What follows belongs to an exercise in optimizing a design on an open flow for small area, a short achievable clock period and few clock cycles; a production flow would make more cautious choices.
Function was checked by simulation only, so behaviour that the tests miss may differ from the original.
No activity file was given, so power comes from the tool's default toggle rates.

==> flow/design.v, too long to show whole: its modules and the start of the top module <==
// module matrix_calculator: 436 lines
module matrix_calculator (
    input           clk,
    input           rst_n,
    input           start,
    input  [3:0]    operation_type,
    input  [5:0]    matrix_a_dim,
    input  [5:0]    matrix_b_dim,
    input  [7:0]    scalar_value,
    input  [199:0]  matrix_a_data,
    input  [199:0]  matrix_b_data,
    output reg [399:0] result_data,
    output reg [5:0]   result_dim,
    output reg         done,
    output reg         error
);
  // ...
==> flow/run.sh <==
#!/bin/bash
# synth_recipe.tcl (not shown) runs the flow's synth.tcl, then flattens the netlist and writes it again
# the make line also repeats each setting of config.mk as NAME=value (left out here)
make -C /OpenROAD-flow-scripts/flow DESIGN_CONFIG=/design/flow/config.mk WORK_HOME=/design/flow/orfs CLKGATE_MAP_FILE= SYNTH_SCRIPT=/design/flow/synth_recipe.tcl finish
==> flow/config.mk <==
export PLATFORM = sky130hd
export DESIGN_NAME = matrix_calculator
export DESIGN_NICKNAME = matrix_calculator
export VERILOG_FILES = /design/flow/design.v
export SDC_FILE = /design/flow/constraint.sdc
export NUM_CORES = 4
export LEC_CHECK = 0
export CAP_MARGIN = 20
export CORE_MARGIN = 2
export CORE_UTILIZATION = 40
export SETUP_SLACK_MARGIN = 5
export SLEW_MARGIN = 20
==> flow/constraint.sdc <==
create_clock -name core_clock -period 12.0 [get_ports {clk}]
set_input_delay 2.4000 -clock core_clock [delete_from_list [all_inputs] [get_ports {clk}]]
set_output_delay 2.4000 -clock core_clock [all_outputs]
set_load 0.01 [all_outputs]
==> metrics.md, run 1 <==
| Metric | Value |
|---|---|
| TNS Setup | `0 ns` |
| Buffers outside the clock class | `987` |
| Largest Register | `result_data` |
| Post-Syn Area | `52030 um^2` |
| Area after DPL | `61980 um^2` |
| Post-layout power | `7.458 mW` |
| Die ar. | `133000 um^2` |
| Most common cell after layout, fill and taps aside | `nand2_1` |
| Syn_nets | `7544` |
| Reg-to-reg slack, setup | `6.47 ns` |
| Inverters | `416` |
| Synth unique cells | `96` |
| Max clock buf depth | `3` |
| Fraction of area in registers | `0.1799` |
| Max cap viols | `0` |
| Outcome | `timing/DRC/antenna clean` |
| Multi-input combinational area share | `0.5725` |
| Postcts setup bufs | `0` |
| Worst Skew | `0.04678 ns` |
| Fraction of synthesized cell area in xor and xnor cells | `0.04107` |
| Mux contribution to synthesized area | `0.01640` |
| DRC | `0` |
| Seq/Total Area, Yosys | `0.2242` |
| Num CTS Buffers | `73` |
| Pin count of the biggest net entering global routing | `184` |
| Pre-CTS setup slack | `5.024 ns` |
| Worst EP arrival | `7.16 ns` |
| Starting Density | `0.4023` |
| Simple-gate share of the synthesized area | `0.1647` |
| Die width | `364.7 um` |
| Fin. max-slew vios | `0` |
| P&R area growth vs syn | `24.64%` |
| # IOs | `835` |
| Sequential power | `2.58 mW` |
| Synth Area per Inst | `8.069 um^2` |
Testbench counts, summed over its fixed seeds: cycles 16,076.
==> inputs of run 2 (changes only) <==
--- a/flow/design.v
+++ b/flow/design.v
@@ -95,18 +95,18 @@
         ci    <= 3'd0;
         l1    <= 1'b0;
         l2    <= 1'b0;
         done  <= 1'b0;
         error <= 1'b0;
     end else begin
         error <= start & err;
         l1    <= feed & last_sel;
-        l2    <= l1;
-        done  <= l2 | (start & (err | ~op[1]));
+        l2    <= l1 & dot;
+        done  <= l2 | (l1 & ~dot) | (start & (err | ~op[1]));
         if (feed & ~last_sel) begin
             busy <= 1'b1;
             if (dot & ~row_end) begin
                 ci <= ci + 3'd1;
             end else begin
                 ci <= 3'd0;
                 ri <= ri + 3'd1;
             end
@@ -402,21 +402,21 @@
 assign t[20] = ({8{(R == 3'd5 && C == 3'd5)}} & A[4]);
 assign t[21] = ({8{(R == 3'd5 && C == 3'd5)}} & A[9]);
 assign t[22] = ({8{(R == 3'd5 && C == 3'd5)}} & A[14]);
 assign t[23] = ({8{(R == 3'd5 && C == 3'd5)}} & A[19]);
 assign t[24] = ({8{(R == 3'd5 && C == 3'd5)}} & A[24]);
 wire ld_tr  = start & (op[1:0] == 2'd0);
 wire ld_add = start & (op[1:0] == 2'd1);
 always @(posedge clk) begin
-    result_data[0 +: 16] <= ld_tr ? {8'd0, t[0]} : ld_add ? ({8'd0, A[0]} + {8'd0, B[0]}) : dot ? sum : p[0];
-    result_data[16 +: 16] <= ld_tr ? {8'd0, t[1]} : ld_add ? ({8'd0, A[1]} + {8'd0, B[1]}) : dot ? result_data[0 +: 16] : p[1];
-    result_data[32 +: 16] <= ld_tr ? {8'd0, t[2]} : ld_add ? ({8'd0, A[2]} + {8'd0, B[2]}) : dot ? result_data[16 +: 16] : p[2];
-    result_data[48 +: 16] <= ld_tr ? {8'd0, t[3]} : ld_add ? ({8'd0, A[3]} + {8'd0, B[3]}) : dot ? result_data[32 +: 16] : p[3];
-    result_data[64 +: 16] <= ld_tr ? {8'd0, t[4]} : ld_add ? ({8'd0, A[4]} + {8'd0, B[4]}) : dot ? result_data[48 +: 16] : p[4];
+    result_data[0 +: 16] <= ld_tr ? {8'd0, t[0]} : ld_add ? ({8'd0, A[0]} + {8'd0, B[0]}) : dot ? sum : (x[0] * y[0]);
+    result_data[16 +: 16] <= ld_tr ? {8'd0, t[1]} : ld_add ? ({8'd0, A[1]} + {8'd0, B[1]}) : dot ? result_data[0 +: 16] : (x[1] * y[1]);
+    result_data[32 +: 16] <= ld_tr ? {8'd0, t[2]} : ld_add ? ({8'd0, A[2]} + {8'd0, B[2]}) : dot ? result_data[16 +: 16] : (x[2] * y[2]);
+    result_data[48 +: 16] <= ld_tr ? {8'd0, t[3]} : ld_add ? ({8'd0, A[3]} + {8'd0, B[3]}) : dot ? result_data[32 +: 16] : (x[3] * y[3]);
+    result_data[64 +: 16] <= ld_tr ? {8'd0, t[4]} : ld_add ? ({8'd0, A[4]} + {8'd0, B[4]}) : dot ? result_data[48 +: 16] : (x[4] * y[4]);
     result_data[80 +: 16] <= ld_tr ? {8'd0, t[5]} : ld_add ? ({8'd0, A[5]} + {8'd0, B[5]}) : dot ? result_data[64 +: 16] : result_data[0 +: 16];
     result_data[96 +: 16] <= ld_tr ? {8'd0, t[6]} : ld_add ? ({8'd0, A[6]} + {8'd0, B[6]}) : dot ? result_data[80 +: 16] : result_data[16 +: 16];
     result_data[112 +: 16] <= ld_tr ? {8'd0, t[7]} : ld_add ? ({8'd0, A[7]} + {8'd0, B[7]}) : dot ? result_data[96 +: 16] : result_data[32 +: 16];
     result_data[128 +: 16] <= ld_tr ? {8'd0, t[8]} : ld_add ? ({8'd0, A[8]} + {8'd0, B[8]}) : dot ? result_data[112 +: 16] : result_data[48 +: 16];
     result_data[144 +: 16] <= ld_tr ? {8'd0, t[9]} : ld_add ? ({8'd0, A[9]} + {8'd0, B[9]}) : dot ? result_data[128 +: 16] : result_data[64 +: 16];
     result_data[160 +: 16] <= ld_tr ? {8'd0, t[10]} : ld_add ? ({8'd0, A[10]} + {8'd0, B[10]}) : dot ? result_data[144 +: 16] : result_data[80 +: 16];
     result_data[176 +: 16] <= ld_tr ? {8'd0, t[11]} : ld_add ? ({8'd0, A[11]} + {8'd0, B[11]}) : dot ? result_data[160 +: 16] : result_data[96 +: 16];
     result_data[192 +: 16] <= ld_tr ? {8'd0, t[12]} : ld_add ? ({8'd0, A[12]} + {8'd0, B[12]}) : dot ? result_data[176 +: 16] : result_data[112 +: 16];
==> flow/flow/run.sh (new file) <==
#!/bin/bash
set -euo pipefail
MARGIN=$(cat flow/margin.txt)
bash standard.sh SETUP_SLACK_MARGIN=$MARGIN finish > make_finish.log 2>&1
==> flow/flow/margin.txt (new file) <==
8.5
==> flow/standard.sh (new file) <==
#!/bin/bash
# synth_recipe.tcl (not shown) runs the flow's synth.tcl, then flattens the netlist and writes it again
# the make line also repeats each setting of config.mk as NAME=value (left out here)
make -C /OpenROAD-flow-scripts/flow DESIGN_CONFIG=/design/flow/config.mk WORK_HOME=/design/flow/orfs CLKGATE_MAP_FILE= SYNTH_SCRIPT=/design/flow/synth_recipe.tcl "${@:-finish}"
==> flow/config.mk (replaced) <==
export PLATFORM = sky130hd
export DESIGN_NAME = matrix_calculator
export DESIGN_NICKNAME = matrix_calculator
export VERILOG_FILES = /design/flow/design.v
export SDC_FILE = /design/flow/constraint.sdc
export NUM_CORES = 4
export LEC_CHECK = 0
export CAP_MARGIN = 20
export CORE_MARGIN = 2
export CORE_UTILIZATION = 40
export PLACE_DENSITY = 0.5
export SLEW_MARGIN = 20
removed: flow/run.sh
==> metrics.md, run 2 <==
| Metric | Value |
|---|---|
| Run Error | `[ERROR GRT-0116] Global routing finished with congestion. Check the congestion regions in the DRC Viewer.` |
| Vias in the first global route | `78650` |
| # IOs | `835 (unchanged)` |
| Syn_nets | `7820 (was 7544)` |
| Synth unique cells | `99 (was 96)` |
| Area after DPL | `65100 um^2 (was 61980 um^2)` |
| Count leader, synth | `nand2_1 (unchanged)` |
| Post-synth EDFFs | `6 (unchanged)` |
| Starting Density | `0.4018 (was 0.4023)` |
| Port Buffer Count | `834 (unchanged)` |
| Yosys reg bits | `577 (unchanged)` |
| Die height | `366.9 um (was 364.7 um)` |
| Die width | `366.9 um (was 364.7 um)` |
| Global route total overflow | `2` |
| Gr usage total | `0.7280` |
| Failing step | `global routing (5_1_grt)` |
| Max clock buf depth | `3 (unchanged)` |
| FP Rows | `133 (was 132)` |
| Prevailing post-synth register cell | `dfxtp_1 (unchanged)` |
| Top cells by count, synth | `nand2_1, a21oi_1, dfxtp_1, inv_1, ha_1 (was nand2_1, a21oi_1, dfxtp_1, ha_1, inv_1)` |
| Synth Warn # | `4 (unchanged)` |
| RePlAce Congestion | `1.147 (was 1.162)` |
| Clock Sinks | `577 (unchanged)` |
| Outcome | `did not finish (was timing/DRC/antenna clean)` |
| Post-Synthesis Cells | `6724 (was 6448)` |
| Synth area leader | `dfxtp_1 (unchanged)` |
| Post-Syn Area | `52690 um^2 (was 52030 um^2)` |
| Asr flop ratio synth | `0.01906 (unchanged)` |
| Hpwl dp | `296.6 mm (was 308.9 mm)` |
| Post-synth top area share | `0.2128 (was 0.2155)` |
| Top post-synthesis cells by area | `dfxtp_1, ha_1, fa_1, nand2_1, a21oi_1 (unchanged)` |
| First-pass GRT wire length | `682.9 mm` |
| Seq/Total Area, Yosys | `0.2214 (was 0.2242)` |
| Htree depth | `3 (unchanged)` |
| Cells after DPL | `9015 (was 8694)` |
| CTS Root Cell | `clkbuf_16 (unchanged)` |
| Synth Area per Inst | `7.835 um^2 (was 8.069 um^2)` |
| Pin count of the biggest net entering global routing | `91` |
| Num CTS Buffers | `75 (was 73)` |
run 2: cell types whose count changed after synthesis, moves of 28 or more:
cell,before,now
o21ai_0,162,249
a221oi_1,168,205
inv_1,415,449
a222oi_1,234,167
o21a_1,11,39
o21bai_1,50,19
nor3_1,34,79
nor2_1,110,209
xor2_1,71,29
nand2_1,1082,1133
a21o_1,103,46
run 2: worst max-delay path by stage:
stage	slack [ns]	start	to	depth (start not counted)
after floorplan	7.40	matrix_a_dim[3]	result_data[16]	12
after global placement	4.71	matrix_a_dim[4]	y[0][0]	10
after detailed placement	5.28	matrix_a_dim[0]	y[0][7]	11
after CTS	7.62	x[0][3]	result_data[15]	18
run 2: through the flow:
step           setup WS [ns]  power [mW]  utilization  hold slack, ns
3_3_place_gp           4.712       4.858       0.4959          0.4375
3_5_place_dp           5.277       4.870       0.4964          0.4460
4_1_cts                7.624       8.160       0.6716          0.4594
2_1_floorplan          7.400       3.504            -          0.4232
run 2: kinds of logic after synthesis:
kind of cell    share of synthesized area
simple gates                       0.1846
fa+ha+maj                          0.1944
mux                               0.01147
flops                              0.2214
compound gates                     0.2843
xor+xnor                          0.03441
buf+inv                           0.06946
run 2: repair_timing:
item	CTS
hold buffers	0
buffers inserted	886
pin swaps	773
resized for setup	5567
gates cloned	137
setup endpoints to repair	951
run 2: metal layers:
layer / global-route usage / GRT overflow
met1: 0.7364 / 0
met2: 0.8928 / 0
met3: 0.5683 / 1
met4: 0.6984 / 1
met5: 0.3344 / 0
run 2: power by group through the flow:
stage	logic (mW)	clock network, mW	registers [mW]
after CTS	3.23	2.43	2.50
after floorplan	1.11	0	2.40
after detailed placement	2.34	0	2.53
after global placement	2.32	0	2.54
Testbench counts of run 2, summed over its fixed seeds: cycles 14,862.
==> inputs of run 3 (changes only) <==
==> flow/run.sh (new file) <==
#!/bin/bash
# synth_recipe.tcl (not shown) runs the flow's synth.tcl, then flattens the netlist and writes it again
# the make line also repeats each setting of config.mk as NAME=value (left out here)
make -C /OpenROAD-flow-scripts/flow DESIGN_CONFIG=/design/flow/config.mk WORK_HOME=/design/flow/orfs CLKGATE_MAP_FILE= SYNTH_SCRIPT=/design/flow/synth_recipe.tcl finish
--- a/flow/config.mk
+++ b/flow/config.mk
@@ -10,3 +10,4 @@
 export CORE_UTILIZATION = 40
 export PLACE_DENSITY = 0.5
+export SETUP_SLACK_MARGIN = 5
 export SLEW_MARGIN = 20
removed: flow/flow/run.sh
removed: flow/flow/margin.txt
removed: flow/standard.sh
==> metrics.md, run 3 <==
| Metric | Value |
|---|---|
| Tcrit/Tclk final | `0.5677` |
| Synth unique cells | `99 (unchanged)` |
| Max cap viols | `0` |
| Number of flip-flops under the largest register name | `400` |
| Synth Area per Inst | `7.835 um^2 (unchanged)` |
| Count leader, synth | `nand2_1 (unchanged)` |
| Final instance area | `65840 um^2` |
| FP Rows | `133 (unchanged)` |
| # IOs | `835 (unchanged)` |
| CTS Root Cell | `clkbuf_16 (unchanged)` |
| CTS Hold Bufs | `0 (unchanged)` |
| Vias in the first global route | `61840` |
| Initial antenna violation count | `73` |
| Layout Cells excl Fill | `9198` |
| Global route total overflow | `0` |
| Critical Path RT | `12.63 ns` |
| Pre-CTS setup slack | `4.745 ns (was 5.277 ns)` |
| Worst VDD drop | `111.0 uV` |
| Area after DPL | `63050 um^2 (was 65100 um^2)` |
| Port Buffer Count | `834 (unchanged)` |
| First-pass GRT wire length | `521.6 mm` |
| Synth Warn # | `4 (unchanged)` |
| Prevailing post-synth register cell | `dfxtp_1 (unchanged)` |
| Hold/Removal Path Class | `reg -> reg` |
| Synth area leader | `dfxtp_1 (unchanged)` |
| Worst EP arrival | `7.44 ns` |
| Most frequent cells in the layout | `nand2_1, clkdlybuf4s50_1, a21oi_1, dfxtp_1, inv_1` |
| Top cells by count, synth | `nand2_1, a21oi_1, dfxtp_1, inv_1, ha_1 (unchanged)` |
| Remaining antenna violation count | `0` |
| Max clock buf depth | `3 (unchanged)` |
| Slew margin rel. | `0.1053` |
| Final count of negative-setup-slack endpoints | `0` |
| Share of cells above drive strength 1 | `0.05984` |
| Num CTS Buffers | `75 (unchanged)` |
| Startpoint types | `input pin` |
| Clock Latency Late Sink | `0.77 ns` |
| Reg clk slew, reported paths | `0.06 ns` |
| Post-Syn Area | `52690 um^2 (unchanged)` |
| Cells after DPL | `9019 (was 9015)` |
| Final hold vios | `0` |
| Seq/Total Area, Yosys | `0.2214 (unchanged)` |
| Vias/cell | `7.180` |
| Hpwl dp | `297.0 mm (was 296.6 mm)` |
| Clock Sinks | `577 (unchanged)` |
| Gr usage total | `0.5555` |
| Starting Density | `0.4018 (unchanged)` |
| Biggest regs | `result_data (400), p (80)` |
| Outcome | `timing/DRC/antenna clean (was did not finish)` |
| Top post-synthesis cells by area | `dfxtp_1, ha_1, fa_1, nand2_1, a21oi_1 (unchanged)` |
| Crit path kind | `in -> reg` |
| PnR worst setup slack | `5.187 ns` |
| Die height | `366.9 um (unchanged)` |
| Post_cts resized | `0 (was 5567)` |
| Post-synth top area share | `0.2128 (unchanged)` |
| P&R area growth vs syn | `24.96%` |
| Slew of the pin with the lowest slew margin | `1.340 ns` |
| Initial DRC count | `13270` |
| Clock period minus worst slack | `6.813 ns` |
| Post-layout power | `7.444 mW` |
| RePlAce Congestion | `1.139 (was 1.147)` |
| Power per cell area | `113.1 nW/um^2` |
| RSZ-0062 raised after global routing | `false` |
| TNS Setup | `0 ns` |
| Routed WL per cell | `42.44 um` |
| Fmax achieved | `146.8 MHz` |
| Fin. max-slew vios | `0` |
| Vias | `66050` |
| TritonRoute pass-1 iters | `17` |
| Worst Skew | `0.09584 ns` |
| CTS tree | `done` |
| Core Region | `131100 um^2` |
| Routed wire length | `390.3 mm` |
| Most common cell after layout, fill and taps aside | `nand2_1` |
| Hold slack final | `0.4497 ns` |
| P_leak | `27.03 nW` |
| CP Max Fanout | `19` |
| Largest Register | `result_data` |
| Htree depth | `3 (unchanged)` |
| Syn_nets | `7820 (unchanged)` |
| Post-synth EDFFs | `6 (unchanged)` |
| Post-Synthesis Cells | `6724 (unchanged)` |
| Die ar. | `134600 um^2` |
| Pin count of the biggest net entering global routing | `194` |
| Postcts setup bufs | `0 (was 886)` |
| Nets | `8441` |
| Setup crit end kind | `flip-flop` |
| Fin util | `0.5021` |
| Asr flop ratio synth | `0.01906 (unchanged)` |
| DRC | `0` |
| Die width | `366.9 um (unchanged)` |
| Yosys reg bits | `577 (unchanged)` |
[run 3: cell type report]
type	instances	area, um^2
flip-flops and latches	577	11670
clock buffers	96	2107
inverters	451	1693
repair buffers	1031	9836
well taps	1755	2196
fillers	12880	65290
multi-input cells	5209	37710
clock inverters	39	526.8
diodes	40	100.1
[run 3: kinds of logic (layout without fill, tap and decap cells)]
family                     count (synthesis)  count (layout)  share of synthesized area
buffers and inverters                    938            1617                    0.06946
other                                      0              40                          0
adders and majority gates                669             669                     0.1944
DFF                                      577             577                     0.2214
and+or+nand+nor                         2118            2118                     0.1846
muxes                                     60              60                    0.01147
AOI/OAI and AO/OA                       2155            2155                     0.2843
xor gates and xnor gates                 207             207                    0.03441
[run 3: worst paths after layout]
path | to | cells after the start | slack, ns | start
hold reg to reg | result_data[393] | 2 | 0.45 | result_data[377]
setup / recovery | y[0][1] | 11 | 5.19 | matrix_a_dim[3]
max in group asynchronous | ri[0] | 1 | 9.58 | rst_n
hold / removal | result_data[393] | 2 | 0.45 | result_data[377]
setup reg to reg | result_data[31] | 15 | 6.63 | x[1][3]
min in group asynchronous | ci[2] | 1 | 2.02 | rst_n
[run 3: routing by layer]
layer  track usage  part of all wire
met5       0.03098            0.0025
met4        0.4732              0.11
met3        0.2824              0.15
met2        0.7707              0.39
met1        0.6238              0.34
[run 3: power breakdown]
group / internal [mW] / switching [mW]
registers: 2.13 / 0.397
logic: 0.940 / 1.48
clock network: 1.37 / 1.12
[run 3: worst max-delay path: stages]
cell and delay (ns):
clkdlybuf4s50_1 0.78, inv_1 0.17, ha_1 0.52, nor2b_1 0.27
o21ai_1 0.82, nor2_1 0.22, o21ai_0 0.73, o21ai_2 0.46
a221oi_1 0.53, o21ai_0 0.23, a221o_1 0.30

static timing again, ports no longer ideal:
How much do the figures lean on ideal ports? The routed layouts below were timed once more, with nothing changed but the port constraints. Step 1, drivers: a clkbuf_16 drives clk and a buf_2 each remaining input, both assumed. Step 2, shift: input delay + t, output delay - t, t = (earliest + latest rising clock arrival at the registers) / 2. This alone moves slack from input paths to output paths. a / b / c = no drivers / after step 1 / after step 2; a / b = the first two.
run | t, ns | setup WS [ns] | hold slack, ns | worst setup path after step 2 | pins driven straight from the clock port
run 1 | 0.813 | 5.393 / 5.456 / 4.643 | 0.357 / 0.357 / 0.357 | input to register | 1
run 3 | 0.817 | 5.187 / 5.247 / 4.430 | 0.450 / 0.450 / 0.450 | input to register | 1
After both steps every run listed still meets setup and hold. The setup slack of run 3, which loses most, moves by +0.060 ns with the drivers and by -0.757 ns with both steps.
